This design comes from an exercise in tuning for small area, a short achievable clock period and few clock cycles per item on the open sky130 flow, not from production work.

==> sierra: inputs <==
## mult
module mult #(
    parameter int INPUT_WIDTH = 32,
    parameter bit IS_SIGNED   = 1'b0
) (
    input logic aclk,
    input logic arst_n,
    input  logic [              1:0] in_tvalid,
    output logic [              1:0] in_tready,
    input  logic [2*INPUT_WIDTH-1:0] in_tdata,
    output logic                     out_tvalid,
    input  logic                     out_tready,
    output logic [2*INPUT_WIDTH-1:0] out_tdata
);
export LEC_CHECK = 0
export ABC_AREA = 0
export CAP_MARGIN = 20
export CORE_MARGIN = 2
export CORE_UTILIZATION = 45
export PLACE_DENSITY = 0.65
export SLEW_MARGIN = 20
export SYNTH_HIERARCHICAL = 1
create_clock -name core_clock -period 11.0 [get_ports {aclk}]
standard.sh (not shown) runs the stock make flow with config.mk's settings and CLKGATE_MAP_FILE= SYNTH_SCRIPT=/design/flow/synth_recipe.tcl, a recipe that flattens the netlist after the stock synthesis.
==> flow/flow/run.sh <==
#!/bin/bash
# The standard layout with four changes to how it is made:
#  - flow/downsize.tcl (before floorplan) sets every combinational cell to the
#    smallest drive strength of its function; the repair steps size up what
#    the placed loads and timing need,
#  - buffers that synthesis inserted are removed at floorplan (the repair
#    steps buffer the placed nets instead),
#  - the port buffers start as buf_1 (repair sizes them up where needed),
#  - the timing repair keeps SETUP_SLACK_MARGIN ns of setup slack, so it
#    aims below the clock period.
# make's output goes to flow_make.log; each ORFS step logs under orfs/logs.
set -euo pipefail
here=$(pwd)
bash standard.sh SETUP_SLACK_MARGIN=6.2 REMOVE_ABC_BUFFERS=1 \
  "BUFFER_PORTS_ARGS=-buffer_cell sky130_fd_sc_hd__buf_1" \
  PRE_FLOORPLAN_TCL="$here/flow/downsize.tcl" finish > flow_make.log 2>&1
==> flow/flow/downsize.tcl <==
# Before floorplan: give every combinational cell the smallest drive strength
# of its function, so that repair_design and repair_timing size up only the
# cells that the placed design's loads and timing need. Registers, clock
# buffers, tie cells and physical cells are left as synthesis made them.
set dont_use {}
if {[info exists ::env(DONT_USE_CELLS)]} { set dont_use $::env(DONT_USE_CELLS) }
set db [ord::get_db]
set smallest [dict create]
foreach lib [$db getLibs] {
  foreach m [$lib getMasters] {
    set n [$m getName]
    if {![regexp {^(sky130_fd_sc_hd__[a-z0-9]+)_([0-9]+)$} $n -> base drv]} { continue }
    set skip 0
    foreach pat $dont_use { if {[string match $pat $n]} { set skip 1 } }
    if {$skip} { continue }
    set area [expr {[$m getWidth] * [$m getHeight]}]
    if {![dict exists $smallest $base] || $area < [lindex [dict get $smallest $base] 1]} {
      dict set smallest $base [list $m $area]
    }
  }
}
set swapped 0
foreach inst [[ord::get_db_block] getInsts] {
  set m [$inst getMaster]
  set n [$m getName]
  if {![regexp {^(sky130_fd_sc_hd__([a-z0-9]+))_([0-9]+)$} $n -> base short drv]} { continue }
  if {[regexp {^(df|edf|sdf|dl|clk|conb|tap|fill|decap|diode|lpflow)} $short]} { continue }
  if {![dict exists $smallest $base]} { continue }
  set new [lindex [dict get $smallest $base] 0]
  if {$new ne $m && [$new getName] ne $n} {
    if {[$inst swapMaster $new]} { incr swapped }
  }
}
puts "downsize: $swapped cells set to their smallest drive strength"
==> onyx (differences from sierra) <==
--- a/flow/design.v
+++ b/flow/design.v
@@ -2770,13 +2770,13 @@
     wire hag5_1420;
     mult_gppp u_hag5_1420 (.gh(hag4_1406), .ph(hap4_1407), .gl(hag4_1382), .g(hag5_1420));
     wire hag5_1421;
     mult_gppp u_hag5_1421 (.gh(hag4_1408), .ph(hap4_1409), .gl(hag4_1383), .g(hag5_1421));
     wire hag5_1422;
     mult_gppp u_hag5_1422 (.gh(hag4_1410), .ph(hap4_1411), .gl(hag4_1384), .g(hag5_1422));
-    wire mcn = hag5_1422;     
+    wire mc = ~hag5_1422;
     logic [63:46] hi_ones;     
     assign hi_ones[46] = 1'b1;
     assign hi_ones[47] = &hi_r[46:46];
     assign hi_ones[48] = &hi_r[47:46];
     assign hi_ones[49] = &hi_r[48:46];
     assign hi_ones[50] = &hi_r[49:46];
@@ -2791,30 +2791,30 @@
     assign hi_ones[59] = &hi_r[58:46];
     assign hi_ones[60] = &hi_r[59:46];
     assign hi_ones[61] = &hi_r[60:46];
     assign hi_ones[62] = &hi_r[61:46];
     assign hi_ones[63] = &hi_r[62:46];
     wire [63:46] hi_out;
-    mult_incn u_inc46 (.h(hi_r[46]), .o(hi_ones[46]), .cn(mcn), .y(hi_out[46]));
-    mult_incn u_inc47 (.h(hi_r[47]), .o(hi_ones[47]), .cn(mcn), .y(hi_out[47]));
-    mult_incn u_inc48 (.h(hi_r[48]), .o(hi_ones[48]), .cn(mcn), .y(hi_out[48]));
-    mult_incn u_inc49 (.h(hi_r[49]), .o(hi_ones[49]), .cn(mcn), .y(hi_out[49]));
-    mult_incn u_inc50 (.h(hi_r[50]), .o(hi_ones[50]), .cn(mcn), .y(hi_out[50]));
-    mult_incn u_inc51 (.h(hi_r[51]), .o(hi_ones[51]), .cn(mcn), .y(hi_out[51]));
-    mult_incn u_inc52 (.h(hi_r[52]), .o(hi_ones[52]), .cn(mcn), .y(hi_out[52]));
-    mult_incn u_inc53 (.h(hi_r[53]), .o(hi_ones[53]), .cn(mcn), .y(hi_out[53]));
-    mult_incn u_inc54 (.h(hi_r[54]), .o(hi_ones[54]), .cn(mcn), .y(hi_out[54]));
-    mult_incn u_inc55 (.h(hi_r[55]), .o(hi_ones[55]), .cn(mcn), .y(hi_out[55]));
-    mult_incn u_inc56 (.h(hi_r[56]), .o(hi_ones[56]), .cn(mcn), .y(hi_out[56]));
-    mult_incn u_inc57 (.h(hi_r[57]), .o(hi_ones[57]), .cn(mcn), .y(hi_out[57]));
-    mult_incn u_inc58 (.h(hi_r[58]), .o(hi_ones[58]), .cn(mcn), .y(hi_out[58]));
-    mult_incn u_inc59 (.h(hi_r[59]), .o(hi_ones[59]), .cn(mcn), .y(hi_out[59]));
-    mult_incn u_inc60 (.h(hi_r[60]), .o(hi_ones[60]), .cn(mcn), .y(hi_out[60]));
-    mult_incn u_inc61 (.h(hi_r[61]), .o(hi_ones[61]), .cn(mcn), .y(hi_out[61]));
-    mult_incn u_inc62 (.h(hi_r[62]), .o(hi_ones[62]), .cn(mcn), .y(hi_out[62]));
-    mult_incn u_inc63 (.h(hi_r[63]), .o(hi_ones[63]), .cn(mcn), .y(hi_out[63]));
+    mult_inc u_inc46 (.h(hi_r[46]), .o(hi_ones[46]), .c(mc), .y(hi_out[46]));
+    mult_inc u_inc47 (.h(hi_r[47]), .o(hi_ones[47]), .c(mc), .y(hi_out[47]));
+    mult_inc u_inc48 (.h(hi_r[48]), .o(hi_ones[48]), .c(mc), .y(hi_out[48]));
+    mult_inc u_inc49 (.h(hi_r[49]), .o(hi_ones[49]), .c(mc), .y(hi_out[49]));
+    mult_inc u_inc50 (.h(hi_r[50]), .o(hi_ones[50]), .c(mc), .y(hi_out[50]));
+    mult_inc u_inc51 (.h(hi_r[51]), .o(hi_ones[51]), .c(mc), .y(hi_out[51]));
+    mult_inc u_inc52 (.h(hi_r[52]), .o(hi_ones[52]), .c(mc), .y(hi_out[52]));
+    mult_inc u_inc53 (.h(hi_r[53]), .o(hi_ones[53]), .c(mc), .y(hi_out[53]));
+    mult_inc u_inc54 (.h(hi_r[54]), .o(hi_ones[54]), .c(mc), .y(hi_out[54]));
+    mult_inc u_inc55 (.h(hi_r[55]), .o(hi_ones[55]), .c(mc), .y(hi_out[55]));
+    mult_inc u_inc56 (.h(hi_r[56]), .o(hi_ones[56]), .c(mc), .y(hi_out[56]));
+    mult_inc u_inc57 (.h(hi_r[57]), .o(hi_ones[57]), .c(mc), .y(hi_out[57]));
+    mult_inc u_inc58 (.h(hi_r[58]), .o(hi_ones[58]), .c(mc), .y(hi_out[58]));
+    mult_inc u_inc59 (.h(hi_r[59]), .o(hi_ones[59]), .c(mc), .y(hi_out[59]));
+    mult_inc u_inc60 (.h(hi_r[60]), .o(hi_ones[60]), .c(mc), .y(hi_out[60]));
+    mult_inc u_inc61 (.h(hi_r[61]), .o(hi_ones[61]), .c(mc), .y(hi_out[61]));
+    mult_inc u_inc62 (.h(hi_r[62]), .o(hi_ones[62]), .c(mc), .y(hi_out[62]));
+    mult_inc u_inc63 (.h(hi_r[63]), .o(hi_ones[63]), .c(mc), .y(hi_out[63]));
     assign out_tdata  = {hi_out[63], hi_out[62], hi_out[61], hi_out[60], hi_out[59], hi_out[58], hi_out[57], hi_out[56], hi_out[55], hi_out[54], hi_out[53], hi_out[52], hi_out[51], hi_out[50], hi_out[49], hi_out[48], hi_out[47], hi_out[46], (hap0_25 ^ ~hag5_1421), (hap0_24 ^ ~hag5_1420), (hap0_23 ^ ~hag5_1419), (hap0_22 ^ ~hag5_1418), (hap0_21 ^ ~hag5_1417), (hap0_20 ^ ~hag5_1416), (hap0_19 ^ ~hag5_1415), (hap0_18 ^ ~hag5_1414), (hap0_17 ^ ~hag5_1413), (hap0_16 ^ ~hag5_1412), (hap0_15 ^ hag4_1389), (hap0_14 ^ hag4_1388), (hap0_13 ^ hag4_1387), (hap0_12 ^ hag4_1386), (hap0_11 ^ hag4_1385), (hap0_10 ^ hag4_1384), (hap0_9 ^ hag4_1383), (hap0_8 ^ hag4_1382), (hap0_7 ^ ~hag3_1343), (hap0_6 ^ ~hag3_1342), (hap0_5 ^ ~hag3_1341), (hap0_4 ^ ~hag3_1340), (hap0_3 ^ hag2_1293), (hap0_2 ^ hag2_1292), (hap0_1 ^ ~hag1_1241), (hap0_0 ^ lc_r), lo_r};
 endmodule
 module mult_bsel (
     input  logic one,
     input  logic two,
     input  logic neg,
@@ -2847,20 +2847,12 @@
     input  logic o,
     input  logic c,
     output logic y
 );
     assign y = h ^ (c & o);
 endmodule
-module mult_incn (
-    input  logic h,
-    input  logic o,
-    input  logic cn,
-    output logic y
-);
-    assign y = h ^ (~cn & o);
-endmodule
 module mult_ha (
     input  logic a,
     input  logic b,
     output logic s,
     output logic co
 );
==> fjord (differences from sierra) <==
--- a/flow/design.v
+++ b/flow/design.v
@@ -13,14 +13,14 @@
 );
     logic v1_r, v2_r;       
     logic room_r;           
     logic en1, en2;
     assign en2 = out_tready || !v2_r;
     assign en1 = out_tready || room_r;
-    mult_rdy u_rdy0 (.t(out_tready), .r(room_r), .v(in_tvalid[1]), .y(in_tready[0]));
-    mult_rdy u_rdy1 (.t(out_tready), .r(room_r), .v(in_tvalid[0]), .y(in_tready[1]));
+    assign in_tready[0] = en1 && in_tvalid[1];
+    assign in_tready[1] = en1 && in_tvalid[0];
     logic [31:0] a;
     logic [15:0] one, two, neg;
     logic btop;
     logic [15:0] one_n, two_n, neg_n;
     always_comb begin
         one_n[0] = in_tdata[32];
@@ -2770,13 +2770,13 @@
     wire hag5_1420;
     mult_gppp u_hag5_1420 (.gh(hag4_1406), .ph(hap4_1407), .gl(hag4_1382), .g(hag5_1420));
     wire hag5_1421;
     mult_gppp u_hag5_1421 (.gh(hag4_1408), .ph(hap4_1409), .gl(hag4_1383), .g(hag5_1421));
     wire hag5_1422;
     mult_gppp u_hag5_1422 (.gh(hag4_1410), .ph(hap4_1411), .gl(hag4_1384), .g(hag5_1422));
-    wire mcn = hag5_1422;     
+    wire mc = ~hag5_1422;
     logic [63:46] hi_ones;     
     assign hi_ones[46] = 1'b1;
     assign hi_ones[47] = &hi_r[46:46];
     assign hi_ones[48] = &hi_r[47:46];
     assign hi_ones[49] = &hi_r[48:46];
     assign hi_ones[50] = &hi_r[49:46];
@@ -2790,31 +2790,13 @@
     assign hi_ones[58] = &hi_r[57:46];
     assign hi_ones[59] = &hi_r[58:46];
     assign hi_ones[60] = &hi_r[59:46];
     assign hi_ones[61] = &hi_r[60:46];
     assign hi_ones[62] = &hi_r[61:46];
     assign hi_ones[63] = &hi_r[62:46];
-    wire [63:46] hi_out;
-    mult_incn u_inc46 (.h(hi_r[46]), .o(hi_ones[46]), .cn(mcn), .y(hi_out[46]));
-    mult_incn u_inc47 (.h(hi_r[47]), .o(hi_ones[47]), .cn(mcn), .y(hi_out[47]));
-    mult_incn u_inc48 (.h(hi_r[48]), .o(hi_ones[48]), .cn(mcn), .y(hi_out[48]));
-    mult_incn u_inc49 (.h(hi_r[49]), .o(hi_ones[49]), .cn(mcn), .y(hi_out[49]));
-    mult_incn u_inc50 (.h(hi_r[50]), .o(hi_ones[50]), .cn(mcn), .y(hi_out[50]));
-    mult_incn u_inc51 (.h(hi_r[51]), .o(hi_ones[51]), .cn(mcn), .y(hi_out[51]));
-    mult_incn u_inc52 (.h(hi_r[52]), .o(hi_ones[52]), .cn(mcn), .y(hi_out[52]));
-    mult_incn u_inc53 (.h(hi_r[53]), .o(hi_ones[53]), .cn(mcn), .y(hi_out[53]));
-    mult_incn u_inc54 (.h(hi_r[54]), .o(hi_ones[54]), .cn(mcn), .y(hi_out[54]));
-    mult_incn u_inc55 (.h(hi_r[55]), .o(hi_ones[55]), .cn(mcn), .y(hi_out[55]));
-    mult_incn u_inc56 (.h(hi_r[56]), .o(hi_ones[56]), .cn(mcn), .y(hi_out[56]));
-    mult_incn u_inc57 (.h(hi_r[57]), .o(hi_ones[57]), .cn(mcn), .y(hi_out[57]));
-    mult_incn u_inc58 (.h(hi_r[58]), .o(hi_ones[58]), .cn(mcn), .y(hi_out[58]));
-    mult_incn u_inc59 (.h(hi_r[59]), .o(hi_ones[59]), .cn(mcn), .y(hi_out[59]));
-    mult_incn u_inc60 (.h(hi_r[60]), .o(hi_ones[60]), .cn(mcn), .y(hi_out[60]));
-    mult_incn u_inc61 (.h(hi_r[61]), .o(hi_ones[61]), .cn(mcn), .y(hi_out[61]));
-    mult_incn u_inc62 (.h(hi_r[62]), .o(hi_ones[62]), .cn(mcn), .y(hi_out[62]));
-    mult_incn u_inc63 (.h(hi_r[63]), .o(hi_ones[63]), .cn(mcn), .y(hi_out[63]));
+    wire [63:46] hi_out = hi_r ^ ({18{mc}} & hi_ones);
     assign out_tdata  = {hi_out[63], hi_out[62], hi_out[61], hi_out[60], hi_out[59], hi_out[58], hi_out[57], hi_out[56], hi_out[55], hi_out[54], hi_out[53], hi_out[52], hi_out[51], hi_out[50], hi_out[49], hi_out[48], hi_out[47], hi_out[46], (hap0_25 ^ ~hag5_1421), (hap0_24 ^ ~hag5_1420), (hap0_23 ^ ~hag5_1419), (hap0_22 ^ ~hag5_1418), (hap0_21 ^ ~hag5_1417), (hap0_20 ^ ~hag5_1416), (hap0_19 ^ ~hag5_1415), (hap0_18 ^ ~hag5_1414), (hap0_17 ^ ~hag5_1413), (hap0_16 ^ ~hag5_1412), (hap0_15 ^ hag4_1389), (hap0_14 ^ hag4_1388), (hap0_13 ^ hag4_1387), (hap0_12 ^ hag4_1386), (hap0_11 ^ hag4_1385), (hap0_10 ^ hag4_1384), (hap0_9 ^ hag4_1383), (hap0_8 ^ hag4_1382), (hap0_7 ^ ~hag3_1343), (hap0_6 ^ ~hag3_1342), (hap0_5 ^ ~hag3_1341), (hap0_4 ^ ~hag3_1340), (hap0_3 ^ hag2_1293), (hap0_2 ^ hag2_1292), (hap0_1 ^ ~hag1_1241), (hap0_0 ^ lc_r), lo_r};
 endmodule
 module mult_bsel (
     input  logic one,
     input  logic two,
     input  logic neg,
@@ -2831,36 +2813,12 @@
     output logic s,
     output logic co
 );
     assign s  = a ^ b ^ c;
     assign co = (a & b) | (a & c) | (b & c);
 endmodule
-module mult_rdy (
-    input  logic t,
-    input  logic r,
-    input  logic v,
-    output logic y
-);
-    assign y = (t | r) & v;
-endmodule
-module mult_inc (
-    input  logic h,
-    input  logic o,
-    input  logic c,
-    output logic y
-);
-    assign y = h ^ (c & o);
-endmodule
-module mult_incn (
-    input  logic h,
-    input  logic o,
-    input  logic cn,
-    output logic y
-);
-    assign y = h ^ (~cn & o);
-endmodule
 module mult_ha (
     input  logic a,
     input  logic b,
     output logic s,
     output logic co
 );
- CORE_UTILIZATION: 45 -> 55
- PLACE_DENSITY: 0.65 -> 0.7
==> reports/results.txt <==
Status -> timing/DRC/antenna clean
Nonclk inv count -> 57
Post-DP Area -> 29,900 um^2
DIE HEIGHT -> 229 um
Routed wl met2 -> 45.1 mm
Top delay family on crit path -> simple AND/OR/NAND/NOR gates
# diodes -> 0
The numbers above come from fjord.

==> reports/results.txt <==
Nonclk inv count -> 56
Die footprint -> 64,300 um^2
Top delay family on crit path -> compound AO/OA/AOI/OAI gates
# diodes -> 1
Leading cell kind -> multi-input combinational cells
Post-DP Area -> 30,200 um^2
Status -> timing/DRC/antenna clean
DIE HEIGHT -> 254 um
The numbers above come from onyx.

==> reports/results.txt <==
Status -> timing/DRC/antenna clean
# diodes -> 1
Nonclk inv count -> 57
Post-DP Area -> 30,300 um^2
DIE HEIGHT -> 254 um
Routed wl met2 -> 44.4 mm
Top delay family on crit path -> compound AO/OA/AOI/OAI gates
The numbers above come from sierra.

No run of this note included a check of the RTL's function; only the layout flow was run.

separate check: timing with driven ports:
In the flow no input, the clock included, has a driving cell. The finished layouts below were timed again as built, in two steps. Step 1, drivers: a clkbuf_16 drives aclk and a buf_2 each remaining input, both assumed. Step 2 also shifts input and output timing later by t, the mid clock arrival at the registers, as if the neighbouring blocks saw the same clock. a / b / c = ideal ports / drivers / drivers and shift; a / b = the first two.
| run | shift t [ns] | setup slack, ns | pins driven straight from the clock port |
|---|---|---|---|
| sierra | 0.567 | 6.121 / 6.057 / 6.166 | 1 |
| onyx | 0.567 | 6.041 / 5.972 / 6.172 | 1 |
| fjord | 0.558 | 5.608 / 5.550 / 6.108 | 1 |
After both steps setup and hold are still met in every run listed.
